What follows belongs to an exercise in optimizing a design on an open flow for small area, a short achievable clock period and few clock cycles; a production flow would make more cautious choices. Where RTL was checked, it was by simulation tests only, not by an equivalence proof against the original. No activity file was given, so power comes from the tool's default toggle rates.

==> flow/design.v <==
`timescale 1ns/1ns
module cpu(clk, reset_n, read_m1, address1, data1, read_m2, write_m2, address2, data2_in, data2_out, num_inst, output_port, is_halted);
	input clk;
	input reset_n;
	output read_m1;
	output [16-1:0] address1;
	output read_m2;
	output write_m2;
	output [16-1:0] address2;
	input [16-1:0] data1;
	input [16-1:0] data2_in;
	output [16-1:0] data2_out;
	output reg [16-1:0] num_inst;
	output reg [16-1:0] output_port;
	output is_halted;
	reg [15:0] pc;                  
	reg        dv;                  
	reg        fwd_a, fwd_b;        
	reg        ld_use;              
	reg [15:0] di;                  
	reg [15:0] dpc1;                
	reg        mv, m_we, m_ld, m_st, m_wwd, m_hlt;
	reg [1:0]  m_dst;
	reg [15:0] m_res;               
	reg [15:0] m_sd;                
	reg [15:0] r0, r1, r2, r3;
	assign read_m1 = 1'b1;
	assign address1 = pc;
	assign read_m2 = m_ld;
	assign write_m2 = m_st;
	assign address2 = m_res;
	assign data2_out = m_sd;
	assign is_halted = m_hlt;
	wire [3:0] op = di[15:12];
	wire [1:0] rs = di[11:10];
	wire [1:0] rt = di[9:8];
	wire [1:0] rd = di[7:6];
	wire [5:0] fn = di[5:0];
	wire [15:0] imm = {{8{di[7]}}, di[7:0]};
	wire op_br   = (op[3:2] == 2'b00);           
	wire op_adi  = (op == 4'd4);
	wire op_ori  = (op == 4'd5);
	wire op_lhi  = (op == 4'd6);
	wire op_lwd  = (op == 4'd7);
	wire op_swd  = (op == 4'd8);
	wire op_jal  = (op == 4'd10);
	wire op_r    = (op == 4'd15);
	wire r_alu   = op_r & ~fn[3];                
	wire r_spec  = op_r &  fn[3];                
	wire r_jpr   = r_spec & ~fn[2] & ~fn[1];
	wire r_jrl   = r_spec & ~fn[2] &  fn[1];
	wire r_wwd   = r_spec &  fn[2] & ~fn[0];
	wire r_hlt   = r_spec &  fn[2] &  fn[0];
	wire jr      = r_jpr | r_jrl;
	wire we      = op_adi | op_ori | op_lhi | op_lwd | r_alu | op_jal | r_jrl;
	wire [1:0] dst = (op_jal | r_jrl) ? 2'd2 : op_r ? rd : rt;
	wire [15:0] rf_a = rs[1] ? (rs[0] ? r3 : r2) : (rs[0] ? r1 : r0);
	wire [15:0] rf_b = rt[1] ? (rt[0] ? r3 : r2) : (rt[0] ? r1 : r0);
	wire [15:0] A = fwd_a ? m_res : rf_a;
	wire [15:0] B = fwd_b ? m_res : rf_b;
	wire stall = dv & ld_use;
	wire d_hlt = dv & r_hlt;
	wire hold  = stall | d_hlt;
	wire issue = dv & ~hold;
	wire is_sub = r_alu & (fn[2:0] == 3'd1);
	wire inv_a  = r_alu & fn[2] & ~fn[1];            
	wire [15:0] yv = r_alu ? B : imm;
	wire [15:0] add_x = op_br ? dpc1 : inv_a ? ~A : A;
	wire [15:0] add_y = (inv_a | r_spec) ? 16'd0 : is_sub ? ~yv : yv;
	wire [15:0] sum = add_x + add_y + {15'd0, is_sub | (inv_a & fn[0])};
	reg [15:0] res;
	always @(*) begin
		if (op_lhi) res = {di[7:0], 8'h00};
		else if (op_jal | r_jrl) res = dpc1;                           
		else if (op_ori | (r_alu & fn[2:0] == 3'd3)) res = A | yv;
		else if (r_alu & fn[2:0] == 3'd2) res = A & yv;
		else if (r_alu & fn[2:0] == 3'd6) res = {A[14:0], 1'b0};
		else if (r_alu & fn[2:0] == 3'd7) res = {1'b0, A[15:1]};
		else res = sum;
	end
	wire a_zero = (A == 16'd0);
	wire eq = (A == B);
	reg taken;
	always @(*) begin
		case (op[1:0])
			2'd0: taken = ~eq;
			2'd1: taken = eq;
			2'd2: taken = ~A[15] & ~a_zero;
			default: taken = A[15];
		endcase
	end
		wire br_redirect = issue & op_br & taken & (di[7:0] != 8'd0);
	wire jr_redirect = issue & jr;
	wire redirect = br_redirect | jr_redirect;
	wire f_jump = (data1[15:12] == 4'd9) | (data1[15:12] == 4'd10);
	wire [15:0] pc_inc = pc + 16'd1;
	wire f_take = f_jump & ~hold & ~redirect;
	wire [15:0] x_next = hold ? pc :
	                     redirect ? sum : pc_inc;
	wire [15:0] pc_next = f_take ? {4'h0, data1[11:0]} : x_next;
	wire [3:0] f_op = data1[15:12];
	wire [1:0] f_rs = data1[11:10];
	wire [1:0] f_rt = data1[9:8];
	wire f_use_rs = ~(f_op == 4'd6 | f_op == 4'd9 | f_op == 4'd10);
	wire f_use_rt = (f_op[3:1] == 3'd0) | (f_op == 4'd8) | ((f_op == 4'd15) & ~data1[3] & ~data1[2]);
	wire x_wr = issue & we;
	wire f_hit_rs = x_wr & (dst == f_rs);
	wire f_hit_rt = x_wr & (dst == f_rt);
	always @(posedge clk) begin
		if (!reset_n) begin
			pc <= 16'd0;
			dv <= 1'b0;
			fwd_a <= 1'b0;
			fwd_b <= 1'b0;
			ld_use <= 1'b0;
			mv <= 1'b0;
			m_we <= 1'b0;
			m_ld <= 1'b0;
			m_st <= 1'b0;
			m_wwd <= 1'b0;
			m_hlt <= 1'b0;
			num_inst <= 16'd0;
			output_port <= 16'd0;
		end
		else begin
			pc <= pc_next;
			if (!hold)
				dv <= ~redirect;
			if (!hold) begin
				fwd_a <= f_hit_rs & ~op_lwd;
				fwd_b <= f_hit_rt & ~op_lwd;
				ld_use <= op_lwd & ((f_hit_rs & f_use_rs) | (f_hit_rt & f_use_rt));
			end
			else begin
				fwd_a <= 1'b0;
				fwd_b <= 1'b0;
				ld_use <= 1'b0;
			end
			mv <= issue;
			m_we <= issue & we;
			m_ld <= issue & op_lwd;
			m_st <= issue & op_swd;
			m_wwd <= issue & r_wwd;
			m_hlt <= d_hlt;
			if (mv) num_inst <= num_inst + 16'd1;
			if (mv & m_wwd) output_port <= m_res;
		end
	end
	always @(posedge clk) begin
		if (!hold) begin
			di <= data1;
			dpc1 <= pc_inc;
		end
		m_dst <= dst;
		m_res <= res;
		m_sd <= B;
	end
	wire [15:0] wd = reset_n ? (m_ld ? data2_in : m_res) : 16'd0;
	wire wr = m_we | ~reset_n;
	always @(posedge clk) begin
		if (wr && (m_dst == 2'd0 || !reset_n)) r0 <= wd;
		if (wr && (m_dst == 2'd1 || !reset_n)) r1 <= wd;
		if (wr && (m_dst == 2'd2 || !reset_n)) r2 <= wd;
		if (wr && (m_dst == 2'd3 || !reset_n)) r3 <= wd;
	end
endmodule
export LEC_CHECK = 0
export ABC_AREA = 1
export CAP_MARGIN = 20
export CELL_PAD_IN_SITES_DETAIL_PLACEMENT = 0
export CELL_PAD_IN_SITES_GLOBAL_PLACEMENT = 0
export CORE_MARGIN = 2
export CORE_UTILIZATION = 50
export PLACE_DENSITY = 0.7
export SLEW_MARGIN = 20
create_clock -name core_clock -period 15.0 [get_ports {clk}]
standard.sh (not shown) runs the stock make flow with config.mk's settings and CLKGATE_MAP_FILE= SYNTH_SCRIPT=/design/flow/synth_recipe.tcl, a recipe that flattens the netlist after the stock synthesis.
==> flow/flow/run.sh <==
#!/bin/bash
# Standard ORFS layout (the standard.sh) with extra make variables from flow/args, one per
# line: a larger SETUP_SLACK_MARGIN makes the resizer work on the critical paths even though the
# clock constraint is loose, and BUFFER_PORTS_ARGS picks the port buffer cell.
set -euo pipefail
mapfile -t extra < flow/args
bash standard.sh "${extra[@]}" finish > standard_flow.log 2>&1
==> flow/flow/args <==
SETUP_SLACK_MARGIN=11
BUFFER_PORTS_ARGS=-buffer_cell sky130_fd_sc_hd__buf_2
CTS_ARGS=-sink_clustering_enable -repair_clock_nets -dont_use_dummy_load
Testbench counts at the start, summed over its fixed seeds: cycles 39,662.
Next try:
--- a/flow/config.mk
+++ b/flow/config.mk
@@ -9,7 +9,4 @@
 export CAP_MARGIN = 20
-export CELL_PAD_IN_SITES_DETAIL_PLACEMENT = 0
-export CELL_PAD_IN_SITES_GLOBAL_PLACEMENT = 0
 export CORE_MARGIN = 2
-export CORE_UTILIZATION = 50
-export PLACE_DENSITY = 0.7
+export CORE_UTILIZATION = 40
 export SLEW_MARGIN = 20
- The new run completed with no timing, DRC or antenna violations
- via count hardly moves
- area after synthesis does not change
- synthesized cell count is unchanged
- wire length climbs by 5.7%
- first-iteration DRC count climbs by 4.0%
- register-to-register slack stays flat
- sequential share of layout area drops by 0.79 points
- setup slack improved by 0.0053 ns
- hold slack got worse by 0.013 ns
- fmax is about the same
- power climbs by 1.3%
Next try:
==> flow/flow/args (replaced) <==
SETUP_SLACK_MARGIN=11
BUFFER_PORTS_ARGS=-buffer_cell sky130_fd_sc_hd__buf_2
CTS_ARGS=-sink_clustering_enable -repair_clock_nets -dont_use_dummy_load -buf_list {sky130_fd_sc_hd__clkbuf_8 sky130_fd_sc_hd__clkbuf_16}
--- a/flow/config.mk
+++ b/flow/config.mk
@@ -11,2 +11,3 @@
 export CORE_UTILIZATION = 40
+export CTS_BUF_LIST = sky130_fd_sc_hd__clkbuf_8 sky130_fd_sc_hd__clkbuf_16
 export SLEW_MARGIN = 20
The new run produced a clean layout.
Cell count is unchanged.
Global-route usage stays the same.
Critical path depth does not change.
Core utilization does not change.
Design area is unchanged.
Next try:
==> flow/flow/args (replaced) <==
SETUP_SLACK_MARGIN=11
BUFFER_PORTS_ARGS=-buffer_cell sky130_fd_sc_hd__buf_2
--- a/flow/config.mk
+++ b/flow/config.mk
@@ -10,4 +10,4 @@
 export CORE_MARGIN = 2
-export CORE_UTILIZATION = 40
-export CTS_BUF_LIST = sky130_fd_sc_hd__clkbuf_8 sky130_fd_sc_hd__clkbuf_16
+export CORE_UTILIZATION = 50
+export PLACE_DENSITY = 0.7
 export SLEW_MARGIN = 20
Final area hardly moves.
Wire length decreases by a few percent.
Sequential cell count is unchanged.
Synthesized cell count stays the same.
Maximum frequency is about the same.
Critical path depth does not change.
Global-route usage increases by 5.4 points.
Clock skew decreases by 0.0057 ns.
Non-clock buffer count decreases by 6.
Via count increases slightly.
Synthesized area is unchanged.

========
Setup of job 6730:
// cpu: RTL as listed in full above, without the edits since
Settings: LEC_CHECK=0, ABC_AREA=1, CAP_MARGIN=20, CORE_MARGIN=2, CORE_UTILIZATION=40, SLEW_MARGIN=20; clock period 15.0 ns.
==> flow/flow/args <==
SETUP_SLACK_MARGIN=11
BUFFER_PORTS_ARGS=-buffer_cell sky130_fd_sc_hd__buf_2
Scripts as last shown in full above: flow/flow/run.sh
Having completed the whole flow, job 6730 delivered a layout that passed the timing, DRC and antenna checks.
Testbench counts of job 6730, summed over its fixed seeds: cycles 39,662.
> inputs changed (job 6730 -> job 6295)
Settings: CORE_UTILIZATION changed from 40 to 60; PLACE_DENSITY newly set to 0.8.
==> flow/flow/args <==
SETUP_SLACK_MARGIN=11
BUFFER_PORTS_ARGS=-buffer_cell sky130_fd_sc_hd__buf_2
CTS_ARGS=-sink_clustering_enable -repair_clock_nets -dont_use_dummy_load
[summary]
- Job 6295 ended up with a lower fraction of final layout cells sized beyond drive strength 1 than job 6730 did.
- The final reports for job 6295 and job 6730 show detail-routed net length per standard cell higher in the former.
- Going from job 6730 to job 6295, post-route standard cell area excluding fillers now smaller, utilization went up by 22 points, placement-stage cell area saw a decrease, routed wire length fell by 2000 µm.
Edits applied to the flow inputs when going from job 6295 to job 4584:
Settings: clearing PLACE_DENSITY, which used to be 0.8; clearing ABC_AREA, which used to be 1; swapping 60 for 40 in CORE_UTILIZATION.
==> flow/flow/args <==
SETUP_SLACK_MARGIN=11
BUFFER_PORTS_ARGS=-buffer_cell sky130_fd_sc_hd__buf_2
[summary]
- Job 4584 ended up with reg2reg as its critical path start-end classification; job 6295 ended up with reg2out.
- Between job 4584 and job 6295, setup slack of the worst register-to-register path is lower for job 4584, job 6295 comes in above that.
- Job 4584 vs job 6295: routed wire length on met2 up slightly
- Actual transition at the worst max-transition pin: job 4584 > job 6295
#### Input delta (job 5816 over job 4584)
Settings: putting ABC_AREA at 1 where nothing was set; putting PLACE_DENSITY at 0.75 where nothing was set; swapping 40 for 45 in CORE_UTILIZATION.
==> flow/flow/args <==
SETUP_SLACK_MARGIN=11
BUFFER_PORTS_ARGS=-buffer_cell sky130_fd_sc_hd__buf_2
CTS_ARGS=-sink_clustering_enable -repair_clock_nets -dont_use_dummy_load
Findings:
- Job 4584 has a higher total power than job 5816.
- For job 5816, the heaviest power group was sequential cells, unlike job 4584, where it was combinational logic.
- The setup slack of job 5816 is larger than that of job 4584.
- NOTE: number of cells on the worst reg-to-reg path in job 5816 exceeds that of job 4584
- Per the comparison of job 5816 with job 4584, clock period minus worst slack went down 230 ps, number of buffers added for setup after CTS went down 58, detailed-route via count went up 1,885.

========
Setup of run A:
// cpu: RTL as listed in full above, without the edits since
==> flow/config.mk <==
export PLATFORM = sky130hd
export DESIGN_NAME = cpu
export DESIGN_NICKNAME = cpu
export VERILOG_FILES = /design/flow/design.v
export SDC_FILE = /design/flow/constraint.sdc
export NUM_CORES = 4
export LEC_CHECK = 0
export ABC_AREA = 1
export CAP_MARGIN = 20
export CORE_MARGIN = 2
export CORE_UTILIZATION = 50
export PLACE_DENSITY = 0.7
export SLEW_MARGIN = 20
==> flow/constraint.sdc <==
create_clock -name core_clock -period 15.0 [get_ports {clk}]
set_input_delay 3.0000 -clock core_clock [delete_from_list [all_inputs] [get_ports {clk}]]
set_output_delay 3.0000 -clock core_clock [all_outputs]
set_load 0.01 [all_outputs]
==> flow/flow/args <==
SETUP_SLACK_MARGIN=11
BUFFER_PORTS_ARGS=-buffer_cell sky130_fd_sc_hd__buf_2
CTS_ARGS=-sink_clustering_enable -repair_clock_nets -dont_use_dummy_load
Scripts as last shown in full above: flow/flow/run.sh
Testbench counts of run A, summed over its fixed seeds: cycles 39,662.
The inputs of run B differ from those of run A as listed below.
Settings: PLACE_DENSITY: 0.7 -> 0.6.
[summary]
Post-CTS repair timing setup buffer count (run B over run A): increase, 6. The count of multi-input gates was comparable across run B and run A. Per the final summary, run B finished and its layout is clean on timing, DRC and antenna. Global router's overall resource usage ends up higher on run B. Number of buffers outside the clock class in the layout, run B and run A, lower one = run A. Run B does better than run A on slack of the critical path. Summary of run B over run A: post-route clock period utilization flat, HPWL after detailed placement grew by 3.7%, post-route core utilization up 0.36 points. Layout net count: run B vs run A — no meaningful difference.
Changes in run C relative to run B:
Settings: PLACE_DENSITY now 0.7, was 0.6.
--- a/flow/flow/args
+++ b/flow/flow/args
@@ -1,2 +1,2 @@
-SETUP_SLACK_MARGIN=11
+SETUP_SLACK_MARGIN=11.1
 BUFFER_PORTS_ARGS=-buffer_cell sky130_fd_sc_hd__buf_2
==> comparison <==
Count of nets after finishing: run C > run B. Relative to run B, routed wire length increased by 2600 um in run C. Between run B and run C, the wire length of the first global-routing pass is higher for run C. Going from run B to run C, post-route clock skew went down 12 ps; placed instance count held; portion of total power attributed to combinational logic went up 2.9 points. Per the final summary, run C finished and its layout is clean on timing, DRC and antenna. Re largest vdd supply drop: run C is 22% up on run B. Compared with run B, run C is hungrier on power. Comparing run B against run C, there is no change at all in H-tree depth reported by CTS. Higher placer's final routability congestion estimate goes to run C over run B.

========
Another version of the RTL of cpu (not shown whole).
Size in the first run: about 190 flip-flops, ~120 I/O pins, about 12000 um^2 of cells after synthesis.
## cpu
module cpu(clk, reset_n, read_m1, address1, data1, read_m2, write_m2, address2, data2_in, data2_out, num_inst, output_port, is_halted);
clock: 15.0 ns
lec_check: 0
cap_margin: 20
core_margin: 2
core_utilization: 40
place_density: 0.6
slew_margin: 20
run.sh (not shown) runs the stock make flow with config.mk's settings and CLKGATE_MAP_FILE= SYNTH_SCRIPT=/design/flow/synth_recipe.tcl, a recipe that flattens the netlist after the stock synthesis.
Stock flow here: none of the scripts above is used.
The starting point finished clean.
==> next run, changes <==
==> flow/flow/run.sh (new file) <==
#!/bin/bash
# Standard ORFS layout; flow/args adds make variables (a larger SETUP_SLACK_MARGIN makes the
# resizer work on the critical paths even though the clock constraint is loose).
set -euo pipefail
bash standard.sh $(cat flow/args) finish > standard_flow.log 2>&1
==> flow/flow/args (new file) <==
SETUP_SLACK_MARGIN=11
==> flow/standard.sh (new file) <==
#!/bin/bash
# synth_recipe.tcl (not shown) runs the flow's synth.tcl, then flattens the netlist and writes it again
# the make line also repeats each setting of config.mk as NAME=value (left out here)
make -C /OpenROAD-flow-scripts/flow DESIGN_CONFIG=/design/flow/config.mk WORK_HOME=/design/flow/orfs CLKGATE_MAP_FILE= SYNTH_SCRIPT=/design/flow/synth_recipe.tcl "${@:-finish}"
ABC_AREA = 1   (was default)
removed: flow/run.sh
The changed run passed the timing, DRC and antenna checks.
Routed wire length is higher by 22%.
Non-clock buffer count is higher by 86.
Via count is higher by 26%.
Combinational power is higher by 76%.
Power is higher by 12%.
Worst setup slack is better by 1.5 ns.
Critical path depth is lower by 12.
Area after synthesis is higher by 6.2%.
Clock skew is higher by 0.0068 ns.
Register-to-register slack is better by 1.8 ns.
Hold slack is worse by 0.0038 ns.
==> next run, changes <==
==> flow/flow/args (replaced) <==
SETUP_SLACK_MARGIN=10.5
ABC_AREA = default   (was 1)
First-iteration DRC count goes down by 17%.
Power is lower by 8.4%.
Die area drops by 5.7%.
Global-route usage falls by 2.9 points.
Synthesized cell count came out lower by 28%.
Final cell count shrinks by 24%.
Worst setup slack gets worse by 0.30 ns.
==> next run, changes <==
==> flow/flow/run.sh (replaced) <==
#!/bin/bash
# Standard ORFS layout, with repair_timing asked for extra setup margin so that the
# resizer works on the critical paths even though the clock constraint is loose.
set -euo pipefail
bash standard.sh SETUP_SLACK_MARGIN=11 finish > standard_flow.log 2>&1
removed: flow/flow/args
After rerunning:
- The changed run completed with no timing, DRC or antenna violations
- clock power is lower by 6.2%
- critical path depth is higher by 14
- non-clock buffer count is higher by 85
- worst setup slack improved by 0.21 ns
- maximum frequency is higher by 4.9%
No run of this note included a check of the RTL's function; only the layout flow was run.

-- afterwards: timing with drivers on the ports --
No port has a modelled driver above. Below, the same layouts with a new extraction and two added sets of constraints. Step 1, drivers: a clkbuf_16 drives clk and a buf_2 each remaining input, both assumed. Step 2 adds t to the input delays and takes it off the output delays; t is the mean of the earliest and latest rising clock arrival at the registers after step 1. Input paths then give back, and output paths get back, about the clock's delay inside the block. Slacks: no drivers / after step 1 / after step 2; pairs: no drivers / after step 1.
| run | t, ns | setup WS [ns] | hold slack, ns | worst setup path at the end | cell pins on the clock port's net |
|---|---|---|---|---|---|
| the first run of note 1 | 0.476 | 11.003 / 10.952 / 10.665 | 0.456 / 0.456 / 0.456 | input to register | 1 |
| the second run of note 1 | 0.492 | 11.009 / 10.956 / 10.655 | 0.442 / 0.442 / 0.442 | input to register | 1 |
| the third run of note 1 | 0.492 | 11.009 / 10.956 / 10.655 | 0.442 / 0.442 / 0.442 | input to register | 1 |
| the fourth run of note 1 | 0.500 | 11.010 / 10.958 / 10.656 | 0.478 / 0.478 / 0.478 | input to register | 1 |
| job 6730 | 0.502 | 11.003 / 10.952 / 10.690 | 0.446 / 0.446 / 0.446 | input to register | 1 |
| job 6295 | 0.476 | 11.007 / 10.962 / 10.590 | 0.460 / 0.460 / 0.460 | input to register | 1 |
| job 4584 | 0.495 | 10.772 / 10.772 / 10.522 | 0.461 / 0.461 / 0.461 | input to register | 1 |
| job 5816 | 0.478 | 11.004 / 10.953 / 10.637 | 0.483 / 0.483 / 0.483 | input to register | 1 |
| run A | 0.476 | 11.003 / 10.952 / 10.665 | 0.456 / 0.456 / 0.456 | input to register | 1 |
| run B | 0.484 | 11.011 / 10.960 / 10.670 | 0.465 / 0.465 / 0.465 | input to register | 1 |
| run C | 0.497 | 11.049 / 10.995 / 10.649 | 0.492 / 0.492 / 0.492 | input to register | 1 |
| the first run of note 4 | 0.495 | 9.293 / 9.293 / 9.293 | 0.458 / 0.458 / 0.458 | register to register | 1 |
| the second run of note 4 | 0.517 | 10.809 / 10.754 / 10.554 | 0.454 / 0.454 / 0.454 | input to register | 1 |
| the third run of note 4 | 0.499 | 10.508 / 10.458 / 10.141 | 0.456 / 0.456 / 0.456 | input to register | 1 |
| the fourth run of note 4 | 0.494 | 10.717 / 10.717 / 10.478 | 0.450 / 0.450 / 0.450 | input to register | 1 |
After both steps every run listed still meets setup and hold. For job 6295, which loses most, drivers alone change the setup slack by -0.045 ns; drivers and shift together by -0.417 ns.
